What follows belongs to an exercise in optimizing a design on an open flow for small area; a production flow would make more cautious choices. In this exercise RTL edits were held to simulation tests only and were not proved equivalent to the original. Power figures rest on the tool's default switching activity, not on a simulated workload.

`design/flow/design.v`:
```
module SDR_tx_rx_ctr(
					input clk,                                   
					input rst,    			                     
					input [20:0] tod_h,					         
					input [10:0] tod_l,                   
					input TEST_EN,
					output reg tx_rx_switch,					 
					output reg[7:0] read_addr_0,                 
					input read_ram0_en,
					input [31:0] read_data_0,
					input [9:0] data_addr_in,
					input [9:0] freq_addr_in,
					output reg[9:0] data_addr_out,
					output reg[9:0] freq_addr_out,
					output reg [31:0]  Tl_r,                     
					output reg [15:0]  Tr,                        
					output reg PTT,                              
					output reg AD_SHDN,							 
					output reg led1								 
					);
parameter sdr_idle = 3'b001;          
parameter sdr_rx   = 3'b010;          
parameter sdr_tx   = 3'b100;          
reg [2:0] sdr_state;  
reg [31:0] Tx,Tl;                
reg [9:0] Tx_r;
reg [20:0] Tx_begin;             
reg [20:0] Tx_end;               
always@(posedge clk or posedge rst)
begin
	if(rst)
		begin
			read_addr_0 <= 8'd0;
		end
	else
		begin
			if(read_ram0_en)
				begin
					read_addr_0 <= read_addr_0 + 8'd1;
					if(read_addr_0 == 8'd10)
						begin
							read_addr_0 <= read_addr_0;
						end
				end
			else
				begin
					read_addr_0 <= 8'd0;
				end
		end
end
always@(posedge clk or posedge rst)
begin
	if(rst)
		begin
			Tx <= 32'd0;
			Tl <= 32'd0;
		end
	else
		begin
			if(TEST_EN)
				begin
					Tl <= 32'hFFFF0380;    
					Tx <= 32'h03800000;
				end
			else
				begin
					if(read_ram0_en)
						begin
							case(read_addr_0)
						9'd2:  Tl <= read_data_0;                        
						9'd5:  Tx <= read_data_0;		    
							endcase
						end
					else
						begin
							Tx <= Tx;
							Tl <= Tl;
						end
				end
		end
end
always@(posedge clk or posedge rst)
	begin
		if(rst)
			begin
				sdr_state <= sdr_idle;
				Tx_r <= 10'd0;
				Tl_r <= 32'd0;
				Tr   <= 16'd0;
				Tx_begin <= 21'd0;
				Tx_end <= 21'd0;				
			end
		else
			begin
				if((tod_h == 21'd975) && (tod_l == 11'd0))               
				    begin
					    Tx_r <= Tx[9:0];
						Tl_r <= Tl;
						Tr   <= Tx[31:16];
						if (Tx[9:0] == 10'd0)                                 
						    Tx_begin <= 21'd976;
						else
						    Tx_begin <= Tx[9:0] - 21'd1; 
						Tx_end <= Tx[9:0] + Tl[9:0];                     
					end
				else
				    begin 
					    Tx_r <= Tx_r;
						Tl_r <= Tl_r;
						Tr   <= Tr;
						Tx_begin <= Tx_begin;
						Tx_end <= Tx_end;
					end
				case(sdr_state)
			sdr_idle:
				begin
					if(Tl_r[31:16] == 16'hffff)       
						begin
							if(Tl_r[15:0] == 16'h0)  
								begin
									sdr_state <= sdr_rx;
								end
							else
								begin
									if((tod_h == 21'd976) && (tod_l < 11'd449))           
										begin
											sdr_state <= sdr_idle;         
										end
									else
										begin
											sdr_state <= sdr_tx;			 
										end
								end
						end
					else
						begin
							sdr_state <= sdr_idle;
						end				
				end
			sdr_rx:
				begin
					if(Tl_r[15:0] == 16'h0)			                           
						begin	
							sdr_state <= sdr_state;
                        end
					else
						if((tod_h == Tx_begin) && (tod_l == 11'd0))           
						    begin
							    sdr_state <= sdr_tx;
						    end
					    else
						    begin
							    sdr_state <= sdr_state;
						    end
				end
			sdr_tx:
				begin
					if((tod_h == Tx_end) && (tod_l == 11'd0))               
						begin
							sdr_state <= sdr_rx;
						end
					else
						begin
							sdr_state <= sdr_state;	
						end
				end
			default:
				begin
					sdr_state <= sdr_idle;	
				end
				endcase
			end
	end
always@(posedge clk or posedge rst)
	begin
		if(rst)
			begin
			    tx_rx_switch <= 1'b0;
				PTT <= 1'b0;
                AD_SHDN <= 1'b0;
				data_addr_out <= 10'd0;			
                freq_addr_out <= 10'd0;				
			end
		else 
			begin
			case(sdr_state)
		sdr_idle:
					begin
			            tx_rx_switch <= 1'b0;
				        PTT <= 1'b0;
                        AD_SHDN <= 1'b0;
				        data_addr_out <= data_addr_in;			
                        freq_addr_out <= freq_addr_in;							    
					end
		sdr_rx:		
					begin
			            tx_rx_switch <= 1'b0;
				        PTT <= 1'b0;
                        AD_SHDN <= 1'b0;
				        data_addr_out <= data_addr_in;			
                        freq_addr_out <= freq_addr_in;							
					end
		sdr_tx:
					begin
			            tx_rx_switch <= 1'b1;
				        PTT <= 1'b1;
                        AD_SHDN <= 1'b0;
				        data_addr_out <= data_addr_in - Tx_r;			
                        freq_addr_out <= freq_addr_in - Tx_r;							
					end
			endcase
			end
	end
reg [25:0] led_cnt;									 
always@(posedge clk or posedge rst)
	begin
		if(rst)
			begin
				led1 <= 1'b1;
				led_cnt <= 26'd0;
			end
		else 
			begin
			case(sdr_state)
		sdr_idle:
					begin
					if(led_cnt == 26'd20000000)
						begin
							led_cnt <= 26'd0;
							led1 <= ~led1;
						end
					else
						begin
							led_cnt <= led_cnt +26'd1;
						end
					end
		sdr_rx:		
					begin
						led_cnt <= 26'd0;
						led1 <= 1'b1;
					end
		sdr_tx:
					begin
						led_cnt <= 26'd0;
						led1 <= 1'b0;
					end
			endcase
			end
	end
endmodule 
```
`design/flow/run.sh`:
```
#!/bin/bash
# synth_recipe.tcl (not shown) runs the flow's synth.tcl, then flattens the netlist and writes it again
# the make line also repeats each setting of config.mk as NAME=value (left out here)
make -C /OpenROAD-flow-scripts/flow DESIGN_CONFIG=/design/flow/config.mk WORK_HOME=/design/flow/orfs CLKGATE_MAP_FILE= SYNTH_SCRIPT=/design/flow/synth_recipe.tcl finish
```
`design/flow/config.mk`:
```
export PLATFORM = sky130hd
export DESIGN_NAME = SDR_tx_rx_ctr
export DESIGN_NICKNAME = SDR_tx_rx_ctr
export VERILOG_FILES = /design/flow/design.v
export SDC_FILE = /design/flow/constraint.sdc
export NUM_CORES = 4
export LEC_CHECK = 0
export CAP_MARGIN = 20
export CORE_MARGIN = 2
export CORE_UTILIZATION = 40
export PLACE_DENSITY = 0.6
export SLEW_MARGIN = 20
```
`design/flow/constraint.sdc`:
```
create_clock -name core_clock -period 10.0 [get_ports {clk}]
set_input_delay 2.0000 -clock core_clock [delete_from_list [all_inputs] [get_ports {clk}]]
set_output_delay 2.0000 -clock core_clock [all_outputs]
set_load 0.01 [all_outputs]
```
==> flow_summary.yaml <==
outcome:
  outcome: "timing/DRC/antenna clean"
yosys:
  synth_cells: 1016
  synth_area_um2: 9970
  yosysSeqAreaShare: 0.495
  avgSynthCellArea_um2: 9.81
  synthTopCellsByCount: "dfrtp_1, nand2_1, a21oi_1, nor2_1, mux2_2"
  yosysTopAreaCell: "dfrtp_1"
  ys_ff_latch: 197
  synthTopCellsByArea: "dfrtp_1, nand2_1, mux2_2"
  ys_async_sr_fraction: 1.00
  ys_types: 61
  post-synth-top-count-cell: "dfrtp_1"
  synth_top_area_share: 0.489
  synth_fp_nets: 1141
  synth_edf_count: 0
  synth-warning-count: 1
  ys.flop_type: "dfrtp_1"
critical_path:
  cp.arrival_ns: 4.95
  setup.worst_path.start_class: "input pin"
  cp_cell_sequence: "clkdlybuf4s50_1 -> or4_1 -> nor2_2 -> nand3_1 -> or4_4 -> buf_4 -> a31o_4 -> a2bb2oi_1"
  rr_startpoint: "sdr_state[2]"
  critPathCaptureType: "flop"
  slowest_stage: "or4_4"
  critical_path.top_delay_family: "simple AND/OR/NAND/NOR gates"
  cp_max_fo: 52
  r2r_cells: 8
  crit_type: "input pin to flop"
  cp-startpoint: "tod_h[16]"
  cp.depth: 8
  cp_data_required_time_ns: 10.28
  crit_path_max_incr_delay_ns: 0.78
  worst-path-buf-inv: 2
route:
  drt_iter0_drc: 342
  vias_per_cell: 5.04
  vias: 7565
  routedWlPerCell_um: 16.6
  firstDrtPassIters: 5
  ant_nets: 0
  wl_met1_mm: 11.6
  wl_met3_mm: 1.27
  drc: 0
  drt-total-wl_mm: 24.9
  met2RoutedLength_mm: 11.6
  dr.max_layer_used: "met4"
floorplan:
  io_pins: 168
  num_rows: 57
  die_x_um: 162
  die_h_um: 162
  coreArea_um2: 24400
  start_util: 0.409
  die-area_um2: 26200
global_route:
  grt_pass1_wl_mm: 40.6
  antenna_found_initial: 0
  grt_pass1_vias: 7696
  globalRouteTotalUtil: 0.194
  grt_max_degree: 128
  grt-ovfl-total: 0
timing:
  tightest_slew_ns: 1.10
  fmax_ghz: 0.214
  finalCritPeriodShare: 0.467
  slew_viol_final: 0
  final.setup.tns_ns: 0
  hold_viol: 0
  setup_violations: 0
  clock_skew_ns: 0.0161
  period_needed_ns: 4.67
  max_slew_margin: 0.267
  rsz0062_at_grt: "false"
clocking:
  cts_tree: "done"
  htree_levels: 4
  clock-sinks: 197
  postCtsHoldBufs: 0
  cts-resized-gates: 0
  cts_root_buffer: "clkbuf_16"
  clkLatencyLatePin_ns: 0.44
  numCtsBuffers: 17
  clk_pin_slew_worst_paths_ns: 0.07
  post-cts-setup-buffers: 0
  cts_buffer_depth: 2
pwr:
  power_leakage_nw: 5.39
  p_per_area_nw_per_um2: 132
  p_total_mw: 1.64
  irDropWorstVdd_v: 0.0000909
cells_and_area:
  fin_util: 0.511
  areaGrowthSynthToFinish_pct: 24.9
  drive_above_1_share: 0.0943
  nets: 1290
place:
  place_congestion: 0.830
  io_buffers: 166
  dp_hpwl_mm: 17.4
worst_hold_path:
  min-delay-start: "data_addr_out[2]"
  hp-class: "flop to flop"
  min_delay_path_depth: 2
flow_run:
  maxCapViolations: 0
==> worst paths after layout <==
check	end	slack, ns
max	Tx_begin[7]	5.33
min	data_addr_out[2]	0.48
max reg2reg	led_cnt[22]	7.21
min reg2reg	data_addr_out[2]	0.48
max in group asynchronous	Tl_r[25]	6.35
min in group asynchronous	Tr[15]	2.12
==> logic make-up (layout without fill, tap and decap cells) <==
family | Yosys count | in the layout | share of synthesized area
and+or+nand+nor | 410 | 410 | 0.196
buffers and inverters | 75 | 236 | 0.0345
DFF | 197 | 197 | 0.495
muxes | 58 | 58 | 0.0654
adders and majority gates | 37 | 37 | 0.0487
AOI/OAI and AO/OA | 161 | 161 | 0.0930
xor gates and xnor gates | 77 | 77 | 0.0676
other | 1 | 2 | 0.000376
==> worst register-to-register path: stages, from the launching register on <==
cell and delay [ns]:
dfrtp_1 0.47, or3b_2 0.55, o21ai_1 0.11, buf_4 0.27
nand3_1 0.20, nor4_1 0.69, nand4_1 0.19, xor2_1 0.17
nor2_1 0.05
==> power breakdown <==
group | internal, mW | switching, mW
clock network | 0.330 | 0.336
registers | 0.811 | 0.0108
logic | 0.0757 | 0.0750
total | 1.22 | 0.421
==> area by class of cell <==
class / instances / area, µm²
antenna: 1 / 2.50
multi-input combinational: 744 / 4700
fill: 2294 / 11900
clock inverter: 14 / 141
inverter: 29 / 116
timing repair buffer: 176 / 1730
sequential: 197 / 4930
clock buffer: 17 / 425
tap: 324 / 405
==> through the flow <==
| stage | hold WS (ns) | setup WS [ns] | cell area (µm²) | cells |
|---|---|---|---|---|
| finish | 0.478 | 5.33 | 12500 | 1502 |
| CTS | 0.487 | 5.35 | 12500 | 1501 |
| floorplan | 0.457 | 2.63 | 9970 | 1016 |
| detailed placement | 0.471 | 4.89 | 11900 | 1470 |
| global placement | 0.464 | 4.91 | 11900 | 1470 |
| global route | 0.509 | 5.23 | 12500 | 1501 |
==> routing by layer <==
metal,vias up,track usage
li1,3796,-
met5,-,0
met1,3610,0.260
met3,23,0.0544
met4,0,0.0471
met2,136,0.314
==> placed cells by master, fill, tap and decap left out, types with 10 or more instances in the layout <==
cell and instances:
clkbuf_16 17, mux2_2 57, and2_1 10, xor2_1 38, nor4_1 15, nor2_1 67, clkdlybuf4s50_1 165, nand4_1 21
a21oi_1 68, dfrtp_1 195, nand3_1 18, and3_1 12, ha_1 34, inv_1 28, buf_4 10, nand2_1 189
nand3b_1 28, nor3_1 15, xnor2_1 39, o21ai_1 10, o21ai_0 44
==> state kept, by name (all words and copies together), names as in the netlist, 8 cells and up <==
register / flops
read_addr_0: 8
freq_addr_out: 10
Tx_end: 11
Tr: 16
Tx: 26
Tl: 32
Tl_r: 32
led_cnt: 26
Tx_r: 10
Tx_begin: 11
data_addr_out: 10

==> re-timing with driven ports <==
How much do the figures lean on ideal ports? The routed layout below was timed once more, with nothing changed but the port constraints. Step 1 (the two cells are an assumption about what drives the block):
set clk [get_ports {clk}]
set_driving_cell -lib_cell sky130_fd_sc_hd__clkbuf_16 $clk
set_driving_cell -lib_cell sky130_fd_sc_hd__buf_2 [delete_from_list [all_inputs] $clk]
Step 2 moves the port delays by t, midway between the first and last clock arrival at a register: inputs arrive t later, outputs are due t later. That takes back most of the time a late clock gives input paths. Three values: ideal, step 1, step 2; two values: the first two.
t, ns: 0.480
slack for setup (ns): 5.334 / 5.358 / 4.878
clock arrival spread, ns: 0.016 / 0.016
After both steps this run still meets setup and hold. The setup slack of this run moves by +0.024 ns with the drivers and by -0.456 ns with both steps.
